From an optimization exercise on the open Yosys and OpenROAD flow, aimed at small area and a short achievable clock period; shortcuts taken in it are not production practice. The RTL was checked by simulation tests, not by an equivalence proof against the original design. Power and IR drop assume default switching activity.

==> design.v <==
`timescale 1ns / 1ps
module ARMcpu64(ibus, clk, reset, daddrbus, databus_in, databus_out, dwrite, iaddrbus);
    input [31:0] ibus;
    input clk, reset;
    output [63:0] daddrbus, iaddrbus;
    input [63:0] databus_in;
    output [63:0] databus_out;
    output dwrite;
    reg [63:2] pc;
    assign iaddrbus = {pc, 2'b00};
    wire if_cb_or_st = (ibus[31:24] == 8'b10110100) | (ibus[31:24] == 8'b10110101) |
                       (ibus[31:24] == 8'b01010101) | (ibus[31:24] == 8'b01010110) |
                       (ibus[31:24] == 8'b01010111) | (ibus[31:24] == 8'b01011000) |
                       (ibus[31:21] == 11'b11111000000);
    wire [25:0] if_off = (ibus[31:26] == 6'b000101) ? ibus[25:0] : {{7{ibus[23]}}, ibus[23:5]};
    wire [4:0] if_rn = ibus[9:5];
    wire [30:0] if_sa, if_sb;
    genvar gi;
    generate
        for (gi = 0; gi < 31; gi = gi + 1) begin : g_sel
            assign if_sa[gi] = (if_rn == gi);
            assign if_sb[gi] = if_cb_or_st ? (ibus[4:0] == gi) : (ibus[20:16] == gi);
        end
    endgenerate
    reg [31:0] ir;
    reg [30:0] sa, sb;
    reg [63:2] id_pc;
    reg [25:0] id_off;
    always @(posedge clk) begin
        ir     <= ibus;
        sa     <= if_sa;
        sb     <= if_sb;
        id_pc  <= pc;
        id_off <= if_off;
    end
    wire [10:0] op11 = ir[31:21];
    wire [9:0]  op10 = ir[31:22];
    wire [7:0]  op8  = ir[31:24];
    wire [5:0]  op6  = ir[31:26];
    wire [8:0]  op9  = ir[31:23];
    wire i_add   = op11 == 11'b10001011000;
    wire i_adds  = op11 == 11'b10101011000;
    wire i_sub   = op11 == 11'b11001011000;
    wire i_subs  = op11 == 11'b11101011000;
    wire i_and   = op11 == 11'b10001010000;
    wire i_ands  = op11 == 11'b11101010000;
    wire i_orr   = op11 == 11'b10101010000;
    wire i_eor   = op11 == 11'b11001010000;
    wire i_lsl   = op11 == 11'b11010011011;
    wire i_lsr   = op11 == 11'b11010011010;
    wire i_ldur  = op11 == 11'b11111000010;
    wire i_stur  = op11 == 11'b11111000000;
    wire i_addi  = op10 == 10'b1001000100;
    wire i_addis = op10 == 10'b1011000100;
    wire i_subi  = op10 == 10'b1101000100;
    wire i_subis = op10 == 10'b1111000100;
    wire i_andi  = op10 == 10'b1001001000;
    wire i_andis = op10 == 10'b1111001000;
    wire i_orri  = op10 == 10'b1011001000;
    wire i_eori  = op10 == 10'b1101001000;
    wire i_movz  = op9  == 9'b110100101;
    wire i_b     = op6  == 6'b000101;
    wire i_cbz   = op8  == 8'b10110100;
    wire i_cbnz  = op8  == 8'b10110101;
    wire i_beq   = op8  == 8'b01010101;
    wire i_bne   = op8  == 8'b01010110;
    wire i_blt   = op8  == 8'b01010111;
    wire i_bge   = op8  == 8'b01011000;
    wire d_branch = i_b | i_cbz | i_cbnz | i_beq | i_bne | i_blt | i_bge;
    wire d_immI   = i_addi | i_addis | i_subi | i_subis | i_andi | i_andis | i_orri | i_eori;
    wire d_mem    = i_ldur | i_stur;
    wire d_sub    = i_sub | i_subs | i_subi | i_subis;
    wire d_flags  = i_adds | i_subs | i_ands | i_addis | i_subis | i_andis;
    wire d_fand   = i_ands | i_andis;
    wire d_sel_and = i_and | i_ands | i_andi | i_andis;
    wire d_sel_or  = i_orr | i_orri | i_movz;
    wire d_sel_xor = i_eor | i_eori;
    wire d_sel_shl = i_lsl;
    wire d_sel_shr = i_lsr;
    wire d_sel_add = ~(d_sel_and | d_sel_or | d_sel_xor | d_sel_shl | d_sel_shr);
    wire [4:0] rn = ir[9:5];
    wire [4:0] rd = ir[4:0];
    reg         mem_ld, mem_st, mem_we;    
    reg [4:0]   mem_rd;
    reg [63:0]  mem_res;
    wire [63:0] wbd = mem_ld ? databus_in : mem_res;
    wire        wbnz = |wbd;
    reg [31*64-1:0] rf;      
    reg [30:0] rnz;          
    integer k;
    always @(posedge clk) begin
        for (k = 0; k < 31; k = k + 1)
            if (mem_we && mem_rd == k) begin
                rf[64*k +: 64] <= wbd;
                rnz[k] <= wbnz;
            end
    end
    reg [63:0] rfa, rfb;
    reg        rfbnz;
    always @(*) begin
        rfa   = 64'b0;
        rfb   = 64'b0;
        rfbnz = 1'b0;
        for (k = 0; k < 31; k = k + 1) begin
            rfa   = rfa   | ({64{sa[k]}} & rf[64*k +: 64]);
            rfb   = rfb   | ({64{sb[k]}} & rf[64*k +: 64]);
            rfbnz = rfbnz | (sb[k] & rnz[k]);
        end
    end
    wire [63:0] ra = rfa;
    wire [63:0] rb = rfb;
    wire        rbz = ~rfbnz;
    wire [63:0] movval = {ir[22:21] == 2'd3 ? ir[20:5] : 16'b0,
                          ir[22:21] == 2'd2 ? ir[20:5] : 16'b0,
                          ir[22:21] == 2'd1 ? ir[20:5] : 16'b0,
                          ir[22:21] == 2'd0 ? ir[20:5] : 16'b0};
    wire [63:0] immval = d_mem ? {{55{ir[20]}}, ir[20:12]} : {52'b0, ir[21:10]};
    reg [63:0] ra_rev;
    always @(*) for (k = 0; k < 64; k = k + 1) ra_rev[k] = ra[63-k];
    wire [63:0] opa = i_movz ? movval : (i_lsr ? ra_rev : ra);
    wire [63:0] opb0 = i_movz ? 64'b0 : ((d_immI | d_mem) ? immval : rb);
    wire [63:0] opb = d_sub ? ~opb0 : opb0;
    reg [63:0] ex_a, ex_b;
    reg [63:0] ex_sd;
    reg        ex_cin, ex_f, ex_fand;
    reg        ex_sadd, ex_sand, ex_sor, ex_sxor, ex_sshl, ex_sshr;
    reg [5:0]  ex_sh;
    reg        ex_ld, ex_st, ex_we;
    reg [4:0]  ex_rd;
    always @(posedge clk) begin
        ex_a    <= opa;
        ex_b    <= opb;
        ex_sd   <= rb;
        ex_cin  <= d_sub;
        ex_f    <= d_flags;
        ex_fand <= d_fand;
        ex_sadd <= d_sel_add;
        ex_sand <= d_sel_and;
        ex_sor  <= d_sel_or;
        ex_sxor <= d_sel_xor;
        ex_sshl <= d_sel_shl;
        ex_sshr <= d_sel_shr;
        ex_sh   <= ir[15:10];
        ex_ld   <= i_ldur;
        ex_st   <= i_stur;
        ex_we   <= ~(i_stur | d_branch) & (rd != 5'd31);
        ex_rd   <= rd;
    end
    wire [63:0] p = ex_a ^ ex_b;
    wire [63:0] g = ex_a & ex_b;
    wire [64:0] c;
    ks64 carry(.g(g), .p(p), .cin(ex_cin), .c(c));
    wire [63:0] sum = p ^ c[63:0];
    wire [63:0] shl = ex_a << ex_sh;
    reg  [63:0] shl_rev;
    always @(*) for (k = 0; k < 64; k = k + 1) shl_rev[k] = shl[63-k];
    wire [63:0] res = ({64{ex_sadd}} & sum) |
                      ({64{ex_sand}} & g) |
                      ({64{ex_sor}}  & (p | g)) |
                      ({64{ex_sxor}} & p) |
                      ({64{ex_sshl}} & shl) |
                      ({64{ex_sshr}} & shl_rev);
    wire [63:0] kk = {ex_a[62:0] | ex_b[62:0], ex_cin};
    wire zadd = &(~(p ^ kk));
    wire zand = ~|g;
    wire fz  = ex_f & (ex_fand ? zand : zadd);
    wire x_lt = ex_fand ? (g[63] ^ c[63]) : p[63];        
    wire t_oth = i_b | (i_cbz & rbz) | (i_cbnz & ~rbz) | (i_beq & fz) | (i_bne & ~fz);
    wire flt1 = ex_f & ~x_lt;
    wire flt0 = ex_f & x_lt;
    wire taken1 = t_oth | (i_blt & flt1) | (i_bge & ~flt1);
    wire taken0 = t_oth | (i_blt & flt0) | (i_bge & ~flt0);
    wire [61:0] boff = {{36{id_off[25]}}, id_off};
    wire [63:2] target = id_pc + boff;
    wire [63:2] pc4 = pc + 62'd1;
    wire [63:2] npc1 = taken1 ? target : pc4;
    wire [63:2] npc0 = taken0 ? target : pc4;
    always @(posedge clk) begin
        if (reset)
            pc <= 62'b0;
        else
            pc <= c[64] ? npc1 : npc0;
    end
    reg [63:0] mem_sd;
    always @(posedge clk) begin
        mem_res <= res;
        mem_sd  <= ex_sd;
        mem_ld  <= ex_ld;
        mem_st  <= ex_st;
        mem_we  <= ex_we;
        mem_rd  <= ex_rd;
    end
    assign daddrbus    = mem_res;
    assign databus_out = mem_sd;
    assign dwrite      = mem_st;
endmodule
module ks64(g, p, cin, c);
    input  [63:0] g, p;
    input         cin;
    output [64:0] c;
    wire [63:0] gg [0:6];
    wire [63:0] pp [0:6];
    assign gg[0] = g;
    assign pp[0] = p;
    genvar l, i;
    generate
        for (l = 0; l < 6; l = l + 1) begin : lvl
            for (i = 0; i < 64; i = i + 1) begin : bt
                if (i >= (1 << l)) begin : comb
                    assign gg[l+1][i] = gg[l][i] | (pp[l][i] & gg[l][i - (1 << l)]);
                    assign pp[l+1][i] = pp[l][i] & pp[l][i - (1 << l)];
                end else begin : pass
                    assign gg[l+1][i] = gg[l][i];
                    assign pp[l+1][i] = pp[l][i];
                end
            end
        end
    endgenerate
    assign c = {gg[6] | (pp[6] & {64{cin}}), cin};
endmodule
==> flow/run.sh <==
#!/bin/bash
set -euo pipefail
export SETUP_SLACK_MARGIN=7.5
export BUFFER_PORTS_ARGS="-buffer_cell sky130_fd_sc_hd__buf_2"
bash standard.sh > standard_flow.log 2>&1
==> standard.sh <==
#!/bin/bash
# synth_recipe.tcl (not shown) runs the flow's synth.tcl, then flattens the netlist and writes it again
# the make line also repeats each setting of config.mk as NAME=value (left out here)
make -C /OpenROAD-flow-scripts/flow DESIGN_CONFIG=/design/flow/config.mk WORK_HOME=/design/flow/orfs CLKGATE_MAP_FILE= SYNTH_SCRIPT=/design/flow/synth_recipe.tcl "${@:-finish}"
==> config.mk <==
export PLATFORM = sky130hd
export DESIGN_NAME = ARMcpu64
export DESIGN_NICKNAME = ARMcpu64
export VERILOG_FILES = /design/flow/design.v
export SDC_FILE = /design/flow/constraint.sdc
export NUM_CORES = 4
export LEC_CHECK = 0
export CAP_MARGIN = 20
export CORE_MARGIN = 2
export CORE_UTILIZATION = 50
export CTS_BUF_LIST = sky130_fd_sc_hd__clkbuf_8
export CTS_CLUSTER_SIZE = 25
export PLACE_DENSITY = 0.6
export SLEW_MARGIN = 20
export TNS_END_PERCENT = 40
==> constraint.sdc <==
create_clock -name core_clock -period 11.0 [get_ports {clk}]
set_input_delay 2.2000 -clock core_clock [delete_from_list [all_inputs] [get_ports {clk}]]
set_output_delay 2.2000 -clock core_clock [all_outputs]
set_load 0.01 [all_outputs]
==> results of run 1 <==
## path summary, 6_finish.rpt
path                             end  slack (ps)  depth (start not counted)
hold / removal    mem_sd[62]$_DFF_P_         320                          0
hold reg to reg   mem_sd[62]$_DFF_P_         320                          0
setup / recovery    ex_b[10]$_DFF_P_        7000                          7
setup reg to reg    ex_b[10]$_DFF_P_        7000                          7
## power by group through the flow
stage / Clock (mW) / Sequential [mW] / Combinational, mW
final: 8.76 / 13.1 / 7.94
after detailed placement: 0 / 13.2 / 5.98
after global routing: 9.11 / 13.1 / 7.99
after floorplan: 0 / 13.0 / 3.14
after CTS: 8.68 / 13.0 / 7.15
after global placement: 0 / 13.2 / 5.96
## kinds of logic (layout without fill, tap and decap cells)
kind of cell | Yosys count | after routing | synth area share (%)
flops | 2609 | 2609 | 62.9
fa+ha+maj | 192 | 192 | 2.10
other cells | 1 | 63 | 0.00326
mux | 270 | 270 | 2.99
simple gates | 1722 | 1723 | 7.64
compound gates | 2939 | 2941 | 19.3
xor+xnor | 272 | 272 | 2.07
buf+inv | 879 | 1676 | 2.98
## layout by cell type, fill, tap and decap left out, types with 50 or more instances in the layout
| cell type | Yosys | routed |
|---|---|---|
| buf_4 | 9 | 317 |
| clkinv_2 | 0 | 67 |
| nor2_4 | 0 | 54 |
| buf_6 | 1 | 202 |
| dfxtp_4 | 0 | 139 |
| nand3_1 | 462 | 458 |
| nand2_1 | 361 | 351 |
| dfxtp_2 | 0 | 134 |
| a221oi_1 | 270 | 267 |
| a21oi_1 | 215 | 199 |
| ha_1 | 190 | 124 |
| xnor2_1 | 152 | 149 |
| inv_1 | 180 | 280 |
| a211oi_2 | 30 | 53 |
| clkinv_1 | 4 | 84 |
| clkbuf_8 | 0 | 468 |
| nor2_1 | 311 | 262 |
| buf_2 | 21 | 136 |
| edfxtp_1 | 2015 | 2015 |
| xor2_1 | 120 | 94 |
| mux2_2 | 85 | 68 |
| o221ai_1 | 57 | 56 |
| or4_1 | 133 | 122 |
| diode_2 | 0 | 61 |
| dfxtp_1 | 594 | 321 |
| mux4_2 | 50 | 50 |
| a222oi_1 | 129 | 129 |
| a21o_1 | 67 | 66 |
| a22o_1 | 264 | 264 |
| nand4_1 | 194 | 194 |
| a22oi_1 | 1338 | 1336 |
| mux2i_1 | 135 | 129 |
| o21ai_0 | 287 | 260 |
## worst reg2reg max path, stage by stage, from the launching register on
cell and delay (ps):
dfxtp_4 1010, buf_4 1100, a22oi_1 340, nand4_1 170, or4_1 530, nor2_1 150
a211oi_1 310, xnor2_1 270
## area by class of cell
cell class                 count  area share, %
inverter                     188          0.533
clock inverter               302           1.55
timing repair buffer         718           4.98
tap                         3026           2.81
clock buffer                 468           4.78
sequential                  2609           54.2
multi-input combinational   5400           31.0
antenna                       61          0.113
## stage by stage
stage               cells  total power, mW
floorplan            8885             16.2
global placement    11723             19.1
detailed placement  11727             19.2
CTS                 12669             28.8
global route        12722             30.2
finish              12772             29.8
## registers in the layout, indices dropped and copies added (netlist names), 5 cells and up
name / flops
sb: 31
ex_b: 64
id_pc: 62
mem_res: 64
mem_rd: 5
sa: 31
ir: 31
ex_sh: 6
ex_a: 64
mem_sd: 64
rf: 1984
ex_rd: 5
ex_sd: 64
id_off: 26
rnz: 31
pc: 62
## routing by layer
layer  routed length, um  share of wire (%)  GRT usage [%]
met1              200000                 33           62.1
met2              236000                 39           67.4
met3              115000                 19           24.9
met4               53800                8.9           32.9
met5                 856               0.14          0.633
## repair_timing
action,in CTS,in global routing
resized for setup,681,284
endpoints found under the setup margin,607,613
gates cloned,19,0
pin swaps,95,44
buffers inserted,153,42
## Yosys cell counts (120+ instances only)
library cell / instances / share of area, %
a221oi_1: 270 / 2.1
nor2_1: 311 / 1.0
nand3_1: 462 / 2.0
xnor2_1: 152 / 1.2
o21ai_0: 287 / 1.2
ha_1: 190 / 2.1
buf_1: 166 / 0.54
a21oi_1: 215 / 0.94
xor2_1: 120 / 0.91
inv_1: 180 / 0.59
nand4_1: 194 / 1.1
edfxtp_1: 2015 / 53
nand2_1: 361 / 1.2
a22o_1: 264 / 2.0
mux2i_1: 135 / 1.2
dfxtp_1: 594 / 10
or4_1: 133 / 0.87
clkbuf_1: 488 / 1.6
a222oi_1: 129 / 1.1
a22oi_1: 1338 / 8.7
==> metrics.md, run 1 <==
| Metric | Value |
|---|---|
| Die ar. | roughly 0.23 sq mm |
| Number of synthesized register bits | 2609 |
| Crit-path leading delay family | buffers and inverters |
| WP data arrival | approximately 5000 ps |
| R2R Path Start | sb[0]$_DFF_P_ |
| NumNets Final | slightly below 10000 |
| Share of cells above drive strength 1 | between 20% and 30% |
| GRT Overall Usage | between 40% and 50% |
| Die width | roughly 480 um |
| Psw | between 10 and 15 mW |
| Final Setup Violations | 0 |
| PD cells | between 200 and 250 mW/mm^2 |
| WHS | ~320 ps |
| HP Start | ex_sd[62]$_DFF_P_ |
| First-pass GRT wire length | between 700000 and 800000 um |
| Final WS setup | roughly 7000 ps |
| Share of power burned in registers | between 40% and 50% |
| Port bufs | ~290 |
| Mapped Area | approximately 0.12 sq mm |
| Syn Area/Cell | approximately 13 sq um |
| H-tree Lvls | 5 |
| HP Class | flop to flop |
| Max Transition Viols Final | 0 |
| Initial DRC count | roughly 25000 |
| Synth Flop Type | edfxtp_1 |
| Reg clk slew, reported paths | approximately 70 ps |
| # DRC | 0 |
| Leakage | roughly 46 nW |
| CTS Hold Buffers Added | 0 |
| CP max stage cell | buf_4 |
| Pint | between 15 and 20 mW |
| Area growth, synth to finish | 17.2% |
| Worst-Skew Late Latency | 1200 ps |
| Fin. Hold Viols | 0 |
| DP Area | between 0.1 and 0.15 sq mm |
| Clock buffer depth | 4 |
| Final period util | a little over a third |
| Initial antenna violation count | between 70 and 80 |
| Drt total wl | between 600000 and 700000 um |
| Worst setup SP type | flop |
| Sequential cell area | 0.0731 sq mm |
| Pre-CTS setup slack | ~5500 ps |
| Seq/Total Area, Yosys | about 63% |
| Async SR Flop Fraction | 0% |
| Root Buffer | clkbuf_8 |
| Critical Path RT | ~12000 ps |
| EDFF count, synth | around 2000 |
| Layout Utilization | between 50% and 60% |
| Multi-input logic area | approximately 0.042 sq mm |
| Worst setup startpoint | sb[0]$_DFF_P_ |
| Peak VDD IR | ~0.25 mV |
| First-pass DRT Iterations | 13 |
| RePlAce Congestion | roughly 1.1 |
| Power share of the clock group | 29.4% |
| Syn Inst Count | ~8900 |
| I/O pin count | 291 |
| Synthesis Warnings | 2 |
| CP Class | flop to flop |
| Period minus WS final | about 4000 ps |
| Setup tns final | 0 ps |
| Num CTS Buffers | 430 |
| F_max | between 0.2 and 0.25 GHz |
| CTS Sinks | around 2600 |
| Layout fillers | roughly 18000 |
| Initial Util | about half |
| Combinational share of power | approximately a quarter |
| Row cnt | roughly 180 |
| Max-cap violations | 0 |
| CTS tree | yes |
| Via count | 101990 |
| WL/cell | roughly 47 um |
| Congestion Overflow GR | 0 |
| Switching part of the total | about a third |
| Rel. slew slack | ~17% |
| Crit Path Max Fanout | 36 |
| Placeable Area | about 0.23 sq mm |
| WP buf/inv | 1 |
| Outcome | no timing/DRC/antenna violations |
| Critical Path Max Stage Delay | between 1000 and 1500 ps |
| RSZ-0062 raised after global routing | yes |
| Pin slew with the least headroom to its limit | roughly 1200 ps |
| Critical path cell sequence | buf_4 -> a22oi_1 -> nand4_1 -> or4_1 -> nor2_1 -> a211oi_1 -> xnor2_1 |
| Worst setup EP type | flop |
| Post-synth cell types | 95 |
| Post-DRT Antenna Nets | 0 |
| Vias per cell | ~8.0 |
| Hpwl dp | between 300000 and 400000 um |
| Die Ht | 484 um |
| Final instance area | about 0.13 sq mm |
| Clk_skew | approximately 83 ps |
| Largest net degree at the start of global routing | between 70 and 80 |
| Vias in the first global route | 94097 |
==> run 2: changes to the inputs <==
==> flow/run.sh (replaced) <==
#!/bin/bash
set -euo pipefail
export SETUP_SLACK_MARGIN=7.8
export BUFFER_PORTS_ARGS="-buffer_cell sky130_fd_sc_hd__buf_2"
bash standard.sh > standard_flow.log 2>&1
==> run 2 against run 1 <==
Compared with the run above:
- die area did not move
- total power rose by 0.92%
- global-route usage rose by 2.0 points
- highest routed layer unchanged
==> metrics.md, run 2 <==
| Metric | Value |
|---|---|
| Outcome | no timing/DRC/antenna violations |
| # DRC | 0 |
| Critical Path Max Stage Delay | 430 ps |
| Vias per cell | slightly above 8 |
| Worst setup SP type | flop |
| RSZ-0062 raised after global routing | yes |
| Xor and xnor fraction of the mapped netlist area | under 10% |
| Simple-Gate Fraction of Synth Area | under 10% |
| Layout fillers | ~18000 |
| Most flops, register | rf |
| Mux contribution to synthesized area | approximately 3% |
| WL/cell | approximately 49 um |
| Reg clk slew, reported paths | roughly 70 ps |
| Area leader, netlist | edfxtp_1 |
| WHS | 319 ps |
| Max reg flops | 1984 |
| Vias in the first global route | roughly 95000 |
| Commonest non-fill, non-tap cells in the layout | 2015 x edfxtp_1, 1333 x a22oi_1, 476 x clkbuf_8 |
| Power share of the clock group | between 20% and 30% |
| First-pass GRT wire length | roughly 830000 um |
| Peak VDD IR | between 0.2 and 0.25 mV |
| Critical Path RT | 8800 ps |
| Die Ht | a little under 500 um |
| Seq/Total Area, Yosys | approximately 63% |
| Period minus WS final | ~4000 ps |
| Via count | between 100k and 150k |
| Worst setup startpoint | mem_sd[21]$_DFF_P_ |
| Largest net degree at the start of global routing | 78 |
| R2R Path Start | sb[5]$_DFF_P_ |
| First-pass DRT Iterations | 12 |
| Psw | ~10 mW |
| Pre-CTS setup slack | roughly 5600 ps |
| Root Buffer | clkbuf_8 |
| Final WS setup | 7100 ps |
| HP Start | ex_sd[58]$_DFF_P_ |
| Critical path cell sequence | buf_6 |
| Top-count cell post-synth | edfxtp_1 |
| Worst setup EP type | output port |
| WP data arrival | ~1700 ps |
| Clock buffer depth | 4 |
| Setup tns final | 0 ps |
| Crit-path leading delay family | flip-flops |
| Mapped Area | 0.115 sq mm |
| Leakage | 47.1 nW |
| Largest family of logic cells by synthesized area | compound AO/OA/AOI/OAI gates |
| Share of power burned in registers | 43.7% |
| Pin slew with the least headroom to its limit | approximately 1300 ps |
| Worst-Skew Late Latency | ~1200 ps |
| Crit Path Max Fanout | 1 |
| Max Transition Viols Final | 0 |
| Fin. Hold Viols | 0 |
| Pint | 19.7 mW |
| Clk_skew | between 100 and 150 ps |
| Initial antenna violation count | between 60 and 70 |
| Adder-Cell Fraction of Synth Area | under 10% |
| CP max stage cell | dfxtp_4 |
| Switching part of the total | around a third |
| WP buf/inv | 1 |
| Number of synthesized register bits | approximately 2600 |
| I/O pin count | a little under 300 |
| Synth Area in Compound Gates | roughly 19% |
| CTS tree | yes |
| Hpwl dp | roughly 360000 um |
| Final period util | about 35% |
| Synthesis Warnings | 2 |
| HP Class | flop to flop |
| Async SR Flop Fraction | 0% |
| CTS Sinks | approximately 2600 |
| EDFF count, synth | a little over 2000 |
| NumNets Final | approximately 9700 |
| Synth Flop Type | edfxtp_1 |
| Port bufs | around 290 |
| Final Setup Violations | 0 |
| H-tree Lvls | 5 |
| Placeable Area | ~0.23 sq mm |
| Max-cap violations | 0 |
| F_max | 0.257 GHz |
| Top cell type's share of synthesized area | 52.6% |
| Synth top cells by count | 2015 x edfxtp_1, 1338 x a22oi_1, 594 x dfxtp_1, 488 x clkbuf_1, 462 x nand3_1 |
| Commonest non-fill, non-tap cell in the layout | edfxtp_1 |
| Syn Area/Cell | 12.9 sq um |
| Congestion Overflow GR | 0 |
| Row cnt | 176 |
| Combinational share of power | between 20 and 30% |
| Synth area leaders | edfxtp_1 53%, dfxtp_1 10%, a22oi_1 8.7% |
| Share of cells above drive strength 1 | a little under a quarter |
| Rel. slew slack | around 16% |
| Initial Util | 50.2% |
| Num CTS Buffers | ~430 |
| GRT Overall Usage | roughly half |
| RePlAce Congestion | 1.02 |
| Post-synth cell types | between 90 and 100 |
| Post-DRT Antenna Nets | 0 |
| Syn Inst Count | between 8000 and 9000 |
| Die width | 484 um |
| Initial DRC count | roughly 26000 |
| CP Class | flop to output port |
| Area growth, synth to finish | 18.7% |
| CTS Hold Buffers Added | 0 |
| Drt total wl | ~630000 um |
| PD cells | approximately 220 mW/mm^2 |
| Die ar. | between 0.2 and 0.25 sq mm |
-- run 2: metrics by stage --
stage	std cells	utilization [%]	instance area [sq um]	power, mW
2_1_floorplan	8885	-	115000	16.2
3_3_place_gp	11738	52.3	120000	19.3
3_5_place_dp	11739	52.3	120000	19.3
4_1_cts	12681	58.5	134000	29.0
5_1_grt	12773	59.5	136000	30.5
6_report	12829	59.5	136000	30.1
-- run 2: what timing repair did --
action                                   CTS  global route
buffers inserted                         163            72
endpoints found under the setup margin  1077          1146
cloned                                     9            13
pin swaps                                 86           133
resized for setup                       1030           300
-- run 2: logic make-up (layout without fill, tap and decap cells) --
| logic type | Yosys count | count (layout) |
|---|---|---|
| buffers and inverters | 879 | 1733 |
| AND/OR/NAND/NOR | 1722 | 1723 |
| multiplexers | 270 | 270 |
| flip-flops | 2609 | 2609 |
| AO/OA/AOI/OAI | 2939 | 2939 |
| adder cells (fa/ha/maj) | 192 | 192 |
| other | 1 | 65 |
| XOR/XNOR | 272 | 272 |
-- run 2: routing by layer --
layer  track usage, %  share of wire [%]  routed length, um
met3             28.4                 19             122000
met1             64.1                 33             209000
met2             68.8                 39             244000
met4             34.6                9.0              56600
met5             1.02               0.12                745
-- run 2: power by group through the flow --
stage          sequential, mW  combinational (mW)  clock [mW]
3_3_place_gp             13.2                6.10           0
3_5_place_dp             13.2                6.09           0
5_1_grt                  13.2                8.39        8.93
2_1_floorplan            13.0                3.14           0
6_report                 13.1                8.35        8.57
4_1_cts                  13.1                7.39        8.48
-- run 2: path summary, 6_finish.rpt --
check	cells after the start	endpoint	slack [ps]
setup reg to reg	12	pc[58]$_SDFF_PP0_	7120
hold reg to reg	0	mem_sd[58]$_DFF_P_	320
hold / removal	0	mem_sd[58]$_DFF_P_	320
setup / recovery	1	databus_out[21]	7100
-- run 2: cell type report --
cell class              count  area (sq um)  share of cell area, %
repair buffers            775          7470                   5.47
inverters                 188           731                  0.535
diodes                     63           158                  0.116
clock buffers             476          6550                   4.80
well taps                3026          3790                   2.77
flip-flops and latches   2609         73200                   53.6
clock inverters           294          1780                   1.31
multi-input cells        5398         42900                   31.4
==> run 3: changes to the inputs <==
--- a/design.v
+++ b/design.v
@@ -22,14 +22,21 @@
             assign if_sb[gi] = if_cb_or_st ? (ibus[4:0] == gi) : (ibus[20:16] == gi);
         end
     endgenerate
+    reg         mem_ld, mem_st, mem_we;    
+    reg [4:0]   mem_rd;
+    wire if_bypz = mem_we & mem_ld &
+                   (if_cb_or_st ? ((mem_rd == ibus[4:0]) & ~&ibus[4:0])
+                                : ((mem_rd == ibus[20:16]) & ~&ibus[20:16]));
     reg [31:0] ir;
     reg [30:0] sa, sb;
+    reg        bypz;
     reg [63:2] id_pc;
     reg [25:0] id_off;
     always @(posedge clk) begin
         ir     <= ibus;
         sa     <= if_sa;
         sb     <= if_sb;
+        bypz   <= if_bypz;
         id_pc  <= pc;
         id_off <= if_off;
     end
@@ -80,20 +87,29 @@
     wire d_sel_add = ~(d_sel_and | d_sel_or | d_sel_xor | d_sel_shl | d_sel_shr);
     wire [4:0] rn = ir[9:5];
     wire [4:0] rd = ir[4:0];
-    reg         mem_ld, mem_st, mem_we;    
-    reg [4:0]   mem_rd;
     reg [63:0]  mem_res;
     wire [63:0] wbd = mem_ld ? databus_in : mem_res;
-    wire        wbnz = |wbd;
+    wire        resnz = |mem_res;
+    reg         wb_ldwe, wb_ldnz;
+    reg [4:0]   wb_rd;
+    always @(posedge clk) begin
+        wb_ldwe <= mem_we & mem_ld;
+        wb_ldnz <= |databus_in;
+        wb_rd   <= mem_rd;
+    end
     reg [31*64-1:0] rf;      
     reg [30:0] rnz;          
     integer k;
     always @(posedge clk) begin
         for (k = 0; k < 31; k = k + 1)
-            if (mem_we && mem_rd == k) begin
+        begin
+            if (mem_we && mem_rd == k)
                 rf[64*k +: 64] <= wbd;
-                rnz[k] <= wbnz;
-            end
+            if (mem_we && !mem_ld && mem_rd == k)
+                rnz[k] <= resnz;
+            else if (wb_ldwe && wb_rd == k)
+                rnz[k] <= wb_ldnz;
+        end
     end
     reg [63:0] rfa, rfb;
     reg        rfbnz;
@@ -109,7 +125,7 @@
     end
     wire [63:0] ra = rfa;
     wire [63:0] rb = rfb;
-    wire        rbz = ~rfbnz;
+    wire        rbz = bypz ? ~wb_ldnz : ~rfbnz;
     wire [63:0] movval = {ir[22:21] == 2'd3 ? ir[20:5] : 16'b0,
                           ir[22:21] == 2'd2 ? ir[20:5] : 16'b0,
                           ir[22:21] == 2'd1 ? ir[20:5] : 16'b0,
==> flow/run.sh (replaced) <==
#!/bin/bash
set -euo pipefail
export SETUP_SLACK_MARGIN=7.3
export BUFFER_PORTS_ARGS="-buffer_cell sky130_fd_sc_hd__buf_2"
bash standard.sh > standard_flow.log 2>&1
--- a/config.mk
+++ b/config.mk
@@ -9,7 +9,5 @@
 export CORE_MARGIN = 2
 export CORE_UTILIZATION = 50
 export CTS_BUF_LIST = sky130_fd_sc_hd__clkbuf_8
-export CTS_CLUSTER_SIZE = 25
 export PLACE_DENSITY = 0.6
 export SLEW_MARGIN = 20
-export TNS_END_PERCENT = 40
==> run 3 against run 2 <==
Compared with the run above:
- via count grew 1.8%
- global-route usage shrank 1.1 points
- routed wire length fell by 1.1%
- count of clock-buffer cells in the layout shrank 6
- still clean on timing, DRC and antenna
- largest power group unchanged
- core utilization fell by 0.61 points
- critical endpoint is now ex_a[18]$_DFF_P_
- largest cell class unchanged
- sequential power about the same
==> metrics.md, run 3 <==
| Metric | Value |
|---|---|
| Most flops, register | rf |
| Total chip power | 28.4 mW |
| Outcome | no timing/DRC/antenna violations |
| Combinational share of power | a little under a quarter |
| Mapped Area | around 0.12 sq mm |
| RSZ-0062 raised after global routing | yes |
| Final Setup Violations | 0 |
| Max reg flops | approximately 2000 |
| Seq/Total Area, Yosys | between 60% and 70% |
| Async SR Flop Fraction | 0% |
| Final Non-Filler Cells | 13108 |
| Top-count cell post-synth | edfxtp_1 |
| Leakage | 47.6 nW |
| Die Ht | 487 um |
| Pin slew with the least headroom to its limit | between 1000 and 1500 ps |
| Worst-Skew Late Latency | 1190 ps |
| F_max | between 0.2 and 0.25 GHz |
| Synth Flop Type | edfxtp_1 |
| Crit Path Max Fanout | 27 |
| Share of power burned in registers | a little under half |
| Share of cells above drive strength 1 | around 23% |
| Initial Util | between 50 and 60% |
| Layout fillers | around 19000 |
| Reg clk slew, reported paths | 70 ps |
| Hpwl dp | roughly 370000 um |
| Port bufs | about 290 |
| Rel. slew slack | 13.5% |
| GRT Overall Usage | 50.7% |
| PD cells | slightly above 200 mW/mm^2 |
| Synth top cells by count | 2015 x edfxtp_1, 1332 x a22oi_1, 602 x dfxtp_1, 487 x clkbuf_1, 459 x nand3_1 |
| Max Transition Viols Final | 0 |
| CTS tree | yes |
| Syn Area/Cell | about 13 sq um |
| Peak VDD IR | about 0.27 mV |
| Initial DRC count | 24469 |
| Root Buffer | clkbuf_8 |
| Critical Path RT | 11900 ps |
| Area leader, netlist | edfxtp_1 |
| Area growth, synth to finish | 17.4% |
| HP Start | ex_sd[57]$_DFF_P_ |
| Placeable Area | approximately 0.23 sq mm |
| Psw | roughly 9.3 mW |
| Fin. Hold Viols | 0 |
| Congestion Overflow GR | 0 |
| Die width | about 490 um |
| Setup tns final | 0 ps |
| First-pass DRT Iterations | 13 |
| Number of synthesized register bits | 2617 |
| Vias per cell | between 8 and 9 |
| I/O pin count | ~290 |
| CTS Hold Buffers Added | 0 |
| First-pass GRT wire length | a little over 800000 um |
| Syn Inst Count | around 9100 |
| Commonest non-fill, non-tap cell in the layout | edfxtp_1 |
| CTS Sinks | 2617 |
| H-tree Lvls | 5 |
| NumNets Final | 9915 |
| RePlAce Congestion | 1.06 |
| Row cnt | between 150 and 200 |
| Final instance area | between 0.1 and 0.15 sq mm |
| CP Class | flop to flop |
| # DRC | 0 |
| Via count | between 100k and 150k |
| Switching part of the total | between 30% and 40% |
| Sequential cell area | about 0.073 sq mm |
| HP Class | flop to flop |
| WP data arrival | a little over 5000 ps |
| Placed cell count | ~12000 |
| Vias in the first global route | ~95000 |
| WL/cell | between 40 and 50 um |
| Clock buffer depth | 4 |
| Synthesis Warnings | 2 |
| Max-cap violations | 0 |
| Post-DRT Antenna Nets | 0 |
| Pint | between 15 and 20 mW |
| Commonest non-fill, non-tap cells in the layout | 2015 x edfxtp_1, 1332 x a22oi_1, 471 x clkbuf_8 |
| Final period util | a little under two fifths |
| Period minus WS final | 4160 ps |
| EDFF count, synth | roughly 2000 |
| Worst setup EP type | flop |
| R2R Path Start | sa[0]$_DFF_P_ |
| Worst setup SP type | flop |
| Power share of the clock group | 31.7% |
| Initial antenna violation count | between 60 and 70 |
| Synth area leaders | edfxtp_1 52%, dfxtp_1 10%, a22oi_1 8.6% |
| Post-synth cell types | 92 |
| Worst setup startpoint | sa[0]$_DFF_P_ |
| Largest net degree at the start of global routing | 76 |
| Drt total wl | 625000 um |
| Num CTS Buffers | approximately 440 |
| Clk_skew | between 100 and 150 ps |
| Top cell type's share of synthesized area | between 50% and 60% |
| Multi-input logic area | around 0.043 sq mm |
| Die ar. | ~0.24 sq mm |
| DP Area | between 0.1 and 0.15 sq mm |
==> run 3: logic make-up after synthesis <==
logic type | synth area share, %
and+or+nand+nor | 7.98
AOI/OAI and AO/OA | 19.1
other | 0.00322
adders and majority gates | 2.07
DFF | 62.2
xor gates and xnor gates | 2.07
buffers and inverters | 3.00
muxes | 3.58
==> run 3: final timing paths <==
kind | end | slack, ps | cells past startpoint
worst max-delay path | ex_a[18]$_DFF_P_ | 6840 | 7
worst min register to register | mem_sd[57]$_DFF_P_ | 300 | 0
worst min-delay path | mem_sd[57]$_DFF_P_ | 300 | 0
worst max register to register | ex_a[18]$_DFF_P_ | 6840 | 7
==> run 3: what timing repair did <==
action,CTS,global route
cloned,7,9
pin swaps,41,96
gates resized for setup,780,280
buffers inserted,161,59
setup endpoints to repair,928,394
==> run 3: critical path, stage by stage (launching register included) <==
cell and delay, ps:
dfxtp_4 750, buf_4 630, buf_6 560, a22oi_1 180
nand4_1 120, or4_1 660, mux2i_2 260, o21ai_0 720
==> run 3: power groups by stage <==
stage                     Combinational, mW  Sequential, mW  Clock (mW)
after floorplan                        2.44            12.8           0
after global placement                 5.05            13.0           0
after detailed placement               5.07            13.0           0
after CTS                              5.82            12.9        8.93
after global routing                   6.44            12.9        9.36
final                                  6.46            12.9        9.00
==> run 3: metrics by stage <==
stage | util [%] | hold WS [ps] | setup slack, ps
detailed placement | 52.4 | 312 | 5280
floorplan | - | 310 | 6010
CTS | 58.1 | 292 | 7060
finish | 58.9 | 297 | 6840
global route | 58.9 | 295 | 7130
global placement | 52.4 | 311 | 5300
==> run 3: layer usage <==
layer | GRT usage, % | part of all wire, %
met5 | 1.51 | 0.12
met4 | 35.2 | 9.3
met3 | 24.7 | 18
met2 | 69.0 | 39
met1 | 62.7 | 33
==> run 3: area by class of cell <==
cell class                 instances  share of cell area, %
multi-input combinational       5608                   31.4
tap                             3043                   2.78
antenna                           90                  0.165
clock inverter                   321                   1.70
clock buffer                     470                   4.73
timing repair buffer             755                   5.04
sequential                      2617                   53.6
inverter                         204                  0.562
==> run 4: changes to the inputs <==
--- a/config.mk
+++ b/config.mk
@@ -9,5 +9,7 @@
 export CORE_MARGIN = 2
 export CORE_UTILIZATION = 50
 export CTS_BUF_LIST = sky130_fd_sc_hd__clkbuf_8
+export CTS_CLUSTER_SIZE = 25
 export PLACE_DENSITY = 0.6
 export SLEW_MARGIN = 20
+export TNS_END_PERCENT = 40
==> run 4 against run 3 <==
Compared with the run above:
- setup slack got worse by 19 ps
- synthesized cell count unchanged
- routed wire length increased by 1.2%
- critical path depth stayed put
- sequential power about the same
- first-iteration DRC count grew 1.6%
- maximum frequency down 0.45%
- total power fell by 1.5%
- combinational power fell by 3%
- synthesized area is the same
- critical path type unchanged
- largest cell class unchanged
==> metrics.md, run 4 <==
| Metric | Value |
|---|---|
| Hold path cells | 0 |
| Worst setup EP type | flop |
| R2R Setup Slk | ~6800 ps |
| Syn Inst Count | 9131 |
| First-pass DRT Iterations | 14 |
| Period minus WS final | 4180 ps |
| CP Class | flop to flop |
| Worst r2r path cells | 7 |
| Min-Delay Endpoint | mem_sd[43]$_DFF_P_ |
| Max reg flops | roughly 2000 |
| Vias in the first global route | between 90000 and 100k |
| Max Transition Viols Final | 0 |
| Most flops, register | rf |
| Reg clk slew, reported paths | about 60 ps |
| Crit-path leading delay family | buffers and inverters |
| Worst-Skew Late Latency | roughly 1200 ps |
| CTS Sinks | about 2600 |
| Syn Area/Cell | 12.8 sq um |
| Async SR Flop Fraction | 0% |
| Outcome | no timing/DRC/antenna violations |
| Congestion Overflow GR | 0 |
| Peak VDD IR | between 0.2 and 0.3 mV |
| Vias per cell | between 8 and 9 |
| WP data arrival | 5100 ps |
| HP Class | flop to flop |
| Largest net degree at the start of global routing | between 70 and 80 |
| Root Buffer | clkbuf_8 |
| CTS tree | yes |
| H-tree Lvls | 5 |
| First-pass GRT wire length | about 830000 um |
| Initial Util | 50.2% |
| Worst r2r dst | ex_b[11]$_DFF_P_ |
| HP Start | ex_sd[43]$_DFF_P_ |
| Critical Path Max Stage Delay | ~860 ps |
| Initial DRC count | roughly 25000 |
| Pin slew with the least headroom to its limit | ~1300 ps |
| Top cell type's share of synthesized area | 51.9% |
| Mapped Area | 0.117 sq mm |
| Number of synthesized register bits | ~2600 |
| Port bufs | between 200 and 300 |
| Final Setup Violations | 0 |
| Drt total wl | 633000 um |
| Seq/Total Area, Yosys | between 60 and 70% |
| Worst setup SP type | flop |
| Clk_skew | 154 ps |
| Hpwl dp | 373000 um |
| CTS Hold Buffers Added | 0 |
| CP max stage cell | dfxtp_4 |
| NumNets Final | just under 10000 |
| Worst path depth | 7 |
| RePlAce Congestion | 1.02 |
| Area leader, netlist | edfxtp_1 |
| F_max | roughly 0.24 GHz |
| Post-DRT Antenna Nets | 0 |
| Fin. Hold Viols | 0 |
| PD cells | between 200 and 250 mW/mm^2 |
| Row cnt | between 150 and 200 |
| Synthesis Warnings | 2 |
| Via count | roughly 100k |
| Post-synth cell types | 92 |
| DP Area | between 0.1 and 0.15 sq mm |
| Top-count cell post-synth | edfxtp_1 |
| Final instance area | 0.135 sq mm |
| Commonest non-fill, non-tap cells in the layout | 2015 x edfxtp_1, 1332 x a22oi_1, 458 x nand3_1 |
| Rel. slew slack | between 10% and 20% |
| WP buf/inv | 2 |
| Synth Flop Type | edfxtp_1 |
| R2R Path Start | sb[9]$_DFF_P_ |
| Num CTS Buffers | 433 |
| EDFF count, synth | between 2000 and 2500 |
| Crit Path Max Fanout | 30 |
| Share of cells above drive strength 1 | 20.4% |
| GRT Overall Usage | between 50% and 60% |
| Final period util | 38.0% |
| Placeable Area | roughly 0.23 sq mm |
| WL/cell | 48.6 um |
| Critical Path RT | approximately 12000 ps |
| Initial antenna violation count | 66 |
| Synth top cells by count | 2015 x edfxtp_1, 1332 x a22oi_1, 602 x dfxtp_1, 487 x clkbuf_1, 459 x nand3_1 |
| Die width | 487 um |
| Commonest non-fill, non-tap cell in the layout | edfxtp_1 |
| Critical path cell sequence | buf_6 -> buf_4 -> a222oi_1 -> nand3_1 -> or4_1 -> o221ai_1 -> xnor2_1 |
| Clock buffer depth | 4 |
| Max-cap violations | 0 |
| Setup tns final | 0 ps |
| Area growth, synth to finish | 15.8% |
| # DRC | 0 |
| RSZ-0062 raised after global routing | yes |
| Synth area leaders | edfxtp_1 52%, dfxtp_1 10%, a22oi_1 8.6% |
| Die Ht | 487 um |
| Leakage | ~47 nW |
| Die ar. | 0.237 sq mm |
| I/O pin count | 291 |
==> run 4: cell counts after synthesis <==
No cell type changed its count.
==> run 4: timing repair <==
item,CTS,global route
setup buffers,76,92
gates cloned,10,1
pin swaps,57,30
endpoints found under the setup margin,579,663
gates resized for setup,474,317
==> run 4: stage by stage <==
step                total power [mW]  hold slack, ps  utilization, %  setup WS, ps  instances
floorplan                       15.3             310               -          6010       9132
global placement                18.2             310            52.4          5490      11995
global route                    28.3             322            58.1          6960      12964
finish                          27.9             311            58.1          6820      13027
CTS                             27.2             311            57.2          7060      12858
detailed placement              18.2             312            52.4          5500      11995
==> run 4: cell families after synthesis <==
logic type / Yosys count / synth area share [%]
AOI/OAI and AO/OA: 2961 / 19.1
xor gates and xnor gates: 275 / 2.07
adders and majority gates: 192 / 2.07
buffers and inverters: 907 / 3.00
DFF: 2617 / 62.2
muxes: 335 / 3.58
other: 1 / 0.00322
and+or+nand+nor: 1843 / 7.98
==> run 4: worst register-to-register path, stage by stage (launching register included) <==
cell,delay (ps)
dfxtp_4,860
buf_6,730
buf_4,690
a222oi_1,210
nand3_1,140
or4_1,660
o221ai_1,310
xnor2_1,420
==> run 4: routing by layer <==
layer	wire length, um	GRT usage (%)	vias to the layer above
met1	211000	63.8	50502
met4	55000	34.5	36
met3	117000	25.5	3490
met2	249000	70.1	12437
met5	626	2.08	-
li1	-	-	37957
==> run 4: area by class of cell <==
class,count,area [sq um]
Sequential cell,2617,73300
Antenna cell,76,190
Timing Repair Buffer,702,6000
Multi-Input combinational cell,5608,42500
Inverter,204,767
Tap cell,3043,3810
Clock buffer,456,6280
Fill cell,18713,97300
Clock inverter,321,2220
==> run 4: report_power, final <==
| part | internal, mW | total [mW] | switching [mW] |
|---|---|---|---|
| logic | 1.65 | 6.27 | 4.63 |
| registers | 12.4 | 12.9 | 0.538 |
| clock network | 4.57 | 8.74 | 4.18 |
==> run 4: worst max path at each step <==
stage	start	slack [ps]	endpoint
finish	sb[9]$_DFF_P_	6820	ex_b[11]$_DFF_P_
global route	ex_a[1]$_DFF_P_	6960	pc[46]$_SDFF_PP0_
CTS	pc[20]$_SDFF_PP0_	7060	iaddrbus[20]
detailed placement	ex_a[32]$_DFF_P_	5500	pc[46]$_SDFF_PP0_
global placement	ex_a[32]$_DFF_P_	5490	pc[33]$_SDFF_PP0_
floorplan	mem_rd[4]$_DFF_P_	6010	rf[256]$_DFFE_PP_
==> run 5: changes to the inputs <==
==> flow/run.sh (replaced) <==
#!/bin/bash
set -euo pipefail
export SETUP_SLACK_MARGIN=7.5
export BUFFER_PORTS_ARGS="-buffer_cell sky130_fd_sc_hd__buf_2"
bash standard.sh > standard_flow.log 2>&1
==> run 5 against run 4 <==
Compared with the run above:
- hold slack got worse by 42 ps
- core utilization increased by 0.28 points
- maximum frequency increased by 1.7%
- non-clock buffer count increased by 21
- count of clock-buffer cells in the layout increased by 5
- register-to-register slack improved by 70 ps
- combinational power increased by 2%
- critical path depth increased by 8
- clock skew decreased by 7.5 ps
- sequential share of layout area decreased by 0.23 points
- total power about the same
- cell count increased by 0.15%
- critical path type unchanged
- largest cell class unchanged
- largest power group unchanged
- highest routed layer unchanged
==> metrics.md, run 5 <==
| Metric | Value |
|---|---|
| Top cell by count, worst path | nor2_1 |
| Row cnt | 177 |
| Die ar. | ~0.24 sq mm |
| CTS tree | yes |
| Port bufs | ~290 |
| Final period util | 37.3% |
| Layout fillers | around 19000 |
| Critical Path RT | between 10000 and 15000 ps |
| Reg clk slew, reported paths | ~60 ps |
| Share of power burned in registers | 46.3% |
| Crit Path Max Fanout | 7 |
| Most flops, register | rf |
| H-tree Lvls | 5 |
| Vias per cell | around 8.1 |
| First-pass GRT wire length | ~830000 um |
| Final WS setup | 6890 ps |
| Period minus WS final | roughly 4000 ps |
| Largest net degree at the start of global routing | 76 |
| Rel. slew slack | 10.9% |
| EDFF count, synth | a little over 2000 |
| Initial DRC count | around 25000 |
| Drt total wl | approximately 640000 um |
| Initial Util | between 50% and 60% |
| Layout Utilization | approximately three fifths |
| CTS Sinks | 2617 |
| WHS | 269 ps |
| Pre-CTS setup slack | between 5000 and 6000 ps |
| I/O pin count | about 290 |
| WL/cell | between 40 and 50 um |
| Synth Flop Type | edfxtp_1 |
| RSZ-0062 raised after global routing | yes |
| Post-DRT Antenna Nets | 0 |
| RePlAce Congestion | roughly 1.0 |
| Die width | between 400 and 500 um |
| WP data arrival | between 5000 and 6000 ps |
| Synthesis Warnings | 2 |
| Area leader, netlist | edfxtp_1 |
| Congestion Overflow GR | 0 |
| Worst setup EP type | flop |
| Combinational share of power | a little under a quarter |
| Share of cells above drive strength 1 | 20.9% |
| Syn Area/Cell | roughly 13 sq um |
| Fin. Hold Viols | 0 |
| Seq/Total Area, Yosys | roughly 62% |
| Top-count cell post-synth | edfxtp_1 |
| Psw | just over 9 mW |
| Number of synthesized register bits | 2617 |
| First-pass DRT Iterations | 13 |
| Syn Inst Count | slightly above 9000 |
| Initial antenna violation count | between 70 and 80 |
| Commonest non-fill, non-tap cells in the layout | 2015 x edfxtp_1, 1330 x a22oi_1, 462 x clkbuf_8 |
| GRT Overall Usage | slightly above 50% |
| Max-cap violations | 0 |
| Top cell type's share of synthesized area | about half |
| Synth top cells by count | 2015 x edfxtp_1, 1332 x a22oi_1, 602 x dfxtp_1, 487 x clkbuf_1, 459 x nand3_1 |
| CP max stage cell | nor4_1 |
| Num CTS Buffers | roughly 440 |
| Via count | approximately 110k |
| Async SR Flop Fraction | 0% |
| Hpwl dp | roughly 380000 um |
| DP Area | 0.122 sq mm |
| Worst-Skew Late Latency | around 1200 ps |
| Post-synth cell types | 92 |
| Critical Path Max Stage Delay | ~660 ps |
| Leakage | between 40 and 50 nW |
| # DRC | 0 |
| Peak VDD IR | ~0.21 mV |
| Clock buffer depth | 4 |
| Max Transition Viols Final | 0 |
| Final instance area | between 0.1 and 0.15 sq mm |
| Synth area leaders | edfxtp_1 52%, dfxtp_1 10%, a22oi_1 8.6% |
| Switching part of the total | roughly a third |
| NumNets Final | just under 10000 |
| Root Buffer | clkbuf_8 |
| Clk_skew | roughly 150 ps |
| Commonest non-fill, non-tap cell in the layout | edfxtp_1 |
| Placeable Area | about 0.23 sq mm |
| Area growth, synth to finish | 16.4% |
| HP Class | flop to flop |
| Pin slew with the least headroom to its limit | 1330 ps |
| Mapped Area | around 0.12 sq mm |
| CP Class | flop to flop |
| Power share of the clock group | between 30% and 40% |
| Outcome | no timing/DRC/antenna violations |
| Vias in the first global route | between 90000 and 100k |
| Die Ht | just under 500 um |
| Pint | ~19 mW |
| PD cells | roughly 200 mW/mm^2 |
| Max reg flops | just under 2000 |
| Critical path cell sequence | ha_1 -> nor4_1 -> nand4_1 -> nor2_1 -> nand4_1 -> o41ai_4 -> mux2i_1 -> nor2_1 -> nor3_2 -> o211ai_4 -> buf_12 -> buf_12 -> buf_16 -> mux2i_1 -> nor2_1 |
| Worst setup SP type | flop |
| Final Setup Violations | 0 |
| F_max | 0.243 GHz |
| Setup tns final | 0 ps |
[run 5: cell counts after synthesis]
No cell type changed its count.
[run 5: area by class of cell]
type | instances | area (sq um) | area share (%)
inverters | 204 | 767 | 0.565
clock buffers | 461 | 6340 | 4.68
repair buffers | 723 | 6520 | 4.80
diodes | 88 | 220 | 0.162
multi-input cells | 5608 | 42700 | 31.5
well taps | 3043 | 3810 | 2.81
clock inverters | 302 | 1950 | 1.44
flip-flops and latches | 2617 | 73300 | 54.0
[run 5: what timing repair did]
action / 4_1_cts / 5_1_grt
pin swaps: 117 / 53
setup buffers: 108 / 73
endpoints found under the setup margin: 1083 / 778
gates resized for setup: 700 / 249
gates cloned: 14 / 0
hold buffers: 0 / 0
[run 5: logic make-up (layout without fill, tap and decap cells)]
kind of cell	after synthesis	after routing	share of synthesized area, %
AO/OA/AOI/OAI	2961	2961	19.1
flip-flops	2617	2617	62.2
XOR/XNOR	275	275	2.07
other	1	90	0.00322
multiplexers	335	335	3.58
adder cells (fa/ha/maj)	192	192	2.07
AND/OR/NAND/NOR	1843	1843	7.98
buffers and inverters	907	1690	3.00
[run 5: metrics by stage]
step / power, mW / instances
floorplan: 15.3 / 9132
CTS: 27.1 / 12885
global route: 28.3 / 12983
global placement: 18.2 / 11998
detailed placement: 18.2 / 12000
finish: 27.9 / 13046
[run 5: final timing paths]
check	depth (start not counted)	slack, ps	end	from
max	15	6890	pc[22]$_SDFF_PP0_	ex_a[31]$_DFF_P_
min	0	270	mem_sd[26]$_DFF_P_	ex_sd[26]$_DFF_P_
max reg2reg	15	6890	pc[22]$_SDFF_PP0_	ex_a[31]$_DFF_P_
min reg2reg	0	270	mem_sd[26]$_DFF_P_	ex_sd[26]$_DFF_P_
[run 5: per-layer routing]
| metal | vias up | global-route usage (%) | wire length (um) |
|---|---|---|---|
| met3 | 3549 | 25.4 | 117000 |
| met4 | 52 | 34.7 | 55400 |
| li1 | 38021 | - | - |
| met1 | 51211 | 65.0 | 214000 |
| met5 | - | 2.27 | 726 |
| met2 | 12751 | 70.0 | 249000 |
[run 5: power groups by stage]
stage | sequential [mW] | combinational (mW) | clock [mW]
after floorplan | 12.8 | 2.43 | 0
after global placement | 13.0 | 5.18 | 0
after detailed placement | 13.0 | 5.18 | 0
after CTS | 12.9 | 5.73 | 8.55
after global routing | 12.9 | 6.34 | 8.96
final | 12.9 | 6.40 | 8.62
[run 5: critical path, delay by kind of cell, from the launching register on]
family | cells | cell delay [ps]
muxes | 2 | 450
AOI/OAI and AO/OA | 2 | 370
adders and majority gates | 1 | 280
DFF | 1 | 360
and+or+nand+nor | 7 | 1980
buffers and inverters | 3 | 480
==> run 6: changes to the inputs <==
--- a/design.v
+++ b/design.v
@@ -22,13 +22,16 @@
             assign if_sb[gi] = if_cb_or_st ? (ibus[4:0] == gi) : (ibus[20:16] == gi);
         end
     endgenerate
+    wire [31:0] if_sa2w = 32'b1 << if_rn;
+    wire [31:0] if_sb2w = if_cb_or_st ? (32'b1 << ibus[4:0]) : (32'b1 << ibus[20:16]);
     reg         mem_ld, mem_st, mem_we;    
     reg [4:0]   mem_rd;
+    reg [30:0]  mem_wsel;                  
     wire if_bypz = mem_we & mem_ld &
                    (if_cb_or_st ? ((mem_rd == ibus[4:0]) & ~&ibus[4:0])
                                 : ((mem_rd == ibus[20:16]) & ~&ibus[20:16]));
     reg [31:0] ir;
-    reg [30:0] sa, sb;
+    reg [30:0] sa, sb, sa2, sb2;
     reg        bypz;
     reg [63:2] id_pc;
     reg [25:0] id_off;
@@ -36,6 +39,8 @@
         ir     <= ibus;
         sa     <= if_sa;
         sb     <= if_sb;
+        sa2    <= if_sa2w[30:0];
+        sb2    <= if_sb2w[30:0];
         bypz   <= if_bypz;
         id_pc  <= pc;
         id_off <= if_off;
@@ -103,9 +108,9 @@
     always @(posedge clk) begin
         for (k = 0; k < 31; k = k + 1)
         begin
-            if (mem_we && mem_rd == k)
+            if (mem_wsel[k])
                 rf[64*k +: 64] <= wbd;
-            if (mem_we && !mem_ld && mem_rd == k)
+            if (mem_wsel[k] && !mem_ld)
                 rnz[k] <= resnz;
             else if (wb_ldwe && wb_rd == k)
                 rnz[k] <= wb_ldnz;
@@ -118,8 +123,8 @@
         rfb   = 64'b0;
         rfbnz = 1'b0;
         for (k = 0; k < 31; k = k + 1) begin
-            rfa   = rfa   | ({64{sa[k]}} & rf[64*k +: 64]);
-            rfb   = rfb   | ({64{sb[k]}} & rf[64*k +: 64]);
+            rfa   = rfa   | ({{32{sa2[k]}}, {32{sa[k]}}} & rf[64*k +: 64]);
+            rfb   = rfb   | ({{32{sb2[k]}}, {32{sb[k]}}} & rf[64*k +: 64]);
             rfbnz = rfbnz | (sb[k] & rnz[k]);
         end
     end
@@ -205,6 +210,8 @@
         mem_st  <= ex_st;
         mem_we  <= ex_we;
         mem_rd  <= ex_rd;
+        for (k = 0; k < 31; k = k + 1)
+            mem_wsel[k] <= ex_we && (ex_rd == k);
     end
     assign daddrbus    = mem_res;
     assign databus_out = mem_sd;
==> flow/run.sh (replaced) <==
#!/bin/bash
set -euo pipefail
export SETUP_SLACK_MARGIN=7.3
export BUFFER_PORTS_ARGS="-buffer_cell sky130_fd_sc_hd__buf_2"
bash standard.sh > standard_flow.log 2>&1
--- a/config.mk
+++ b/config.mk
@@ -7,9 +7,7 @@
 export LEC_CHECK = 0
 export CAP_MARGIN = 20
 export CORE_MARGIN = 2
-export CORE_UTILIZATION = 50
+export CORE_UTILIZATION = 58
 export CTS_BUF_LIST = sky130_fd_sc_hd__clkbuf_8
-export CTS_CLUSTER_SIZE = 25
-export PLACE_DENSITY = 0.6
+export PLACE_DENSITY = 0.65
 export SLEW_MARGIN = 20
-export TNS_END_PERCENT = 40
==> run 6 against run 5 <==
Compared with the run above:
- cell count down 1.9%
- sequential share of layout area rose by 1.4 points
- clock power up 2.7%
- still clean
==> metrics.md, run 6 <==
| Metric | Value |
|---|---|
| Top cell type's share of synthesized area | 51.2% |
| Hpwl dp | approximately 340000 um |
| Port bufs | ~290 |
| Crit-path leading delay family | simple AND/OR/NAND/NOR gates |
| Post-synth cell types | 100 |
| Setup tns final | 0 ps |
| Pre-CTS setup slack | slightly below 6000 ps |
| Vias per cell | about 8.3 |
| F_max | ~0.24 GHz |
| Async SR Flop Fraction | 0% |
| Area leader, netlist | edfxtp_1 |
| Clk_skew | roughly 130 ps |
| Synth Flop Type | edfxtp_1 |
| Max reg flops | about 2000 |
| Fin. Hold Viols | 0 |
| Congestion Overflow GR | 0 |
| WP data arrival | between 5000 and 6000 ps |
| Worst-Skew Late Latency | ~1200 ps |
| Period minus WS final | just over 4000 ps |
| Pin slew with the least headroom to its limit | 1280 ps |
| Via count | around 110k |
| Initial Util | roughly three fifths |
| Commonest non-fill, non-tap cells in the layout | 2015 x edfxtp_1, 1335 x a22oi_1, 491 x clkbuf_8 |
| Die ar. | slightly above 0.2 sq mm |
| Leakage | roughly 47 nW |
| Synthesis Warnings | 2 |
| Drt total wl | ~600000 um |
| Mapped Area | approximately 0.12 sq mm |
| WL/cell | between 40 and 50 um |
| RSZ-0062 raised after global routing | yes |
| I/O pin count | just under 300 |
| Area growth, synth to finish | 14.7% |
| Critical Path RT | between 10000 and 15000 ps |
| Top-count cell post-synth | edfxtp_1 |
| CTS Sinks | 2710 |
| EDFF count, synth | between 2000 and 2500 |
| Peak VDD IR | 0.184 mV |
| Number of synthesized register bits | approximately 2700 |
| Worst setup SP type | flop |
| Num CTS Buffers | 430 |
| First-pass GRT wire length | ~800000 um |
| Placeable Area | between 0.2 and 0.25 sq mm |
| Syn Inst Count | 9264 |
| Die width | around 460 um |
| Reg clk slew, reported paths | ~70 ps |
| Final period util | between 30% and 40% |
| Vias in the first global route | between 90000 and 100k |
| Syn Area/Cell | 12.8 sq um |
| Clock buffer depth | 4 |
| Rel. slew slack | between 10% and 20% |
| Synth area leaders | edfxtp_1 51%, dfxtp_1 12%, a22oi_1 8.5% |
| CTS Hold Buffers Added | 0 |
| Root Buffer | clkbuf_8 |
| Seq/Total Area, Yosys | between 60% and 70% |
| Initial antenna violation count | 68 |
| H-tree Lvls | 5 |
| Final Setup Violations | 0 |
| Outcome | no timing/DRC/antenna violations |
| PD cells | 207 mW/mm^2 |
| Die Ht | roughly 460 um |
| Most flops, register | rf |
| Initial DRC count | roughly 28000 |
| Worst setup EP type | flop |
| First-pass DRT Iterations | 15 |
| Top cell by count, worst path | buf_6 |
| Post-DRT Antenna Nets | 0 |
| Critical Path Max Stage Delay | 580 ps |
| Max Transition Viols Final | 0 |
| HP Class | flop to flop |
| Critical path cell sequence | ha_4 -> nor4_4 -> and4_1 -> nand4_1 -> or4_4 -> o31ai_4 -> buf_6 -> a211oi_4 -> nor3_4 -> buf_6 -> o311ai_4 -> or2_4 -> buf_6 -> buf_16 -> a21o_1 -> a21oi_2 |
| GRT Overall Usage | 55.6% |
| Synth top cells by count | 2015 x edfxtp_1, 1335 x a22oi_1, 695 x dfxtp_1, 537 x clkbuf_1, 480 x nand3_1 |
| CP max stage cell | nor4_4 |
| CP Class | flop to flop |
| NumNets Final | 10018 |
| Max-cap violations | 0 |
| WP buf/inv | 4 |
| CTS tree | yes |
| Crit Path Max Fanout | 10 |
| # DRC | 0 |
| Share of cells above drive strength 1 | 20.0% |
| WHS | slightly below 300 ps |
| Largest net degree at the start of global routing | 76 |
| Row cnt | 165 |
| Total chip power | approximately 28 mW |
| RePlAce Congestion | 1.07 |
| Commonest non-fill, non-tap cell in the layout | edfxtp_1 |
| Final WS setup | about 7000 ps |
[run 6: power breakdown]
| group | internal (mW) | total (mW) | switching [mW] |
|---|---|---|---|
| clock | 4.67 | 8.85 | 4.19 |
| combinational | 1.65 | 5.88 | 4.24 |
| sequential | 12.7 | 13.3 | 0.558 |
[run 6: final timing paths]
kind                startpoint            endpoint  slack (ps)  cells past startpoint
max           ex_a[57]$_DFF_P_    pc[2]$_SDFF_PP0_        6850                     16
min          ex_sd[43]$_DFF_P_  mem_sd[43]$_DFF_P_         290                      0
max reg2reg   ex_a[57]$_DFF_P_    pc[2]$_SDFF_PP0_        6850                     16
min reg2reg  ex_sd[43]$_DFF_P_  mem_sd[43]$_DFF_P_         290                      0
[run 6: cell type report]
cell class,instances,area (sq um)
clock buffer,490,6740
multi-input combinational,5692,41600
timing repair buffer,702,6060
tap,2672,3340
sequential,2710,75200
clock inverter,276,1850
fill,14426,66600
inverter,192,726
antenna,58,145
[run 6: worst register-to-register path, delay by kind of cell (launching register included)]
| kind | cells | cell delay (ps) |
|---|---|---|
| DFF | 1 | 360 |
| AOI/OAI and AO/OA | 5 | 570 |
| adders and majority gates | 1 | 180 |
| and+or+nand+nor | 6 | 2300 |
| buffers and inverters | 4 | 610 |
[run 6: routing by layer]
metal  wire [um]  GRT usage [%]  share of wire (%)  up-vias
li1            -              -                  -    38471
met1      180000           63.8                 30    49636
met2      235000           76.2                 39    13058
met3      110000           27.7                 18     4648
met4       73100           48.7                 12       63
met5        1100           1.97               0.18        -
[run 6: logic make-up (layout without fill, tap and decap cells)]
logic type,Yosys count,in the layout,synth area share (%)
multiplexers,270,270,2.91
buffers and inverters,866,1660,2.85
flip-flops,2710,2710,62.9
AND/OR/NAND/NOR,1925,1927,8.23
AO/OA/AOI/OAI,3023,3024,19.0
adder cells (fa/ha/maj),192,192,2.04
XOR/XNOR,277,277,2.05
other,1,60,0.00317
[run 6: timing repair]
action                     4_1_cts  5_1_grt
cloned                           8        2
gates resized for setup        556      159
setup endpoints to repair      364      339
buffers inserted               133       45
pin swaps                       39       21
[run 6: metrics by stage]
stage,cell area (sq um),util [%],instances
after CTS,135000,66.5,12686
after floorplan,118000,-,9265
after global placement,123000,60.6,11777
final,136000,67.1,12792
after global routing,136000,67.0,12750
after detailed placement,123000,60.6,11779

[separate check: timing with driven ports]
In the flow no input, the clock included, has a driving cell. The finished layouts below were timed again as built, in two steps.
Step 1 (the two cells are an assumption about what drives the block):
set clk [get_ports {clk}]
set_driving_cell -lib_cell sky130_fd_sc_hd__clkbuf_16 $clk
set_driving_cell -lib_cell sky130_fd_sc_hd__buf_2 [delete_from_list [all_inputs] $clk]
Step 2 moves the port delays by t, midway between the first and last clock arrival at a register: inputs arrive t later, outputs are due t later. That takes back most of the time a late clock gives input paths.
Three values: ideal ports, drivers, drivers and shift; two values: the first two.
| run | shift t [ns] | setup WS [ns] | worst setup path after step 2 | clock arrival spread, ns | cell pins on the clock port's net |
|---|---|---|---|---|---|
| run 1 | 1.252 | 6.996 / 6.996 / 6.183 | input to register | 0.090 / 0.089 | 1 |
| run 2 | 1.247 | 7.104 / 7.021 / 6.482 | input to register | 0.131 / 0.130 | 1 |
| run 3 | 1.204 | 6.842 / 6.842 / 6.388 | input to register | 0.146 / 0.146 | 1 |
| run 4 | 1.227 | 6.823 / 6.823 / 6.227 | input to register | 0.156 / 0.156 | 1 |
| run 5 | 1.212 | 6.892 / 6.892 / 6.380 | input to register | 0.152 / 0.153 | 1 |
| run 6 | 1.223 | 6.852 / 6.852 / 6.616 | input to register | 0.144 / 0.144 | 1 |
After both steps every run listed still meets setup and hold. For run 1, which loses most, drivers alone change the setup slack by 0.000 ns; drivers and shift together by -0.813 ns.
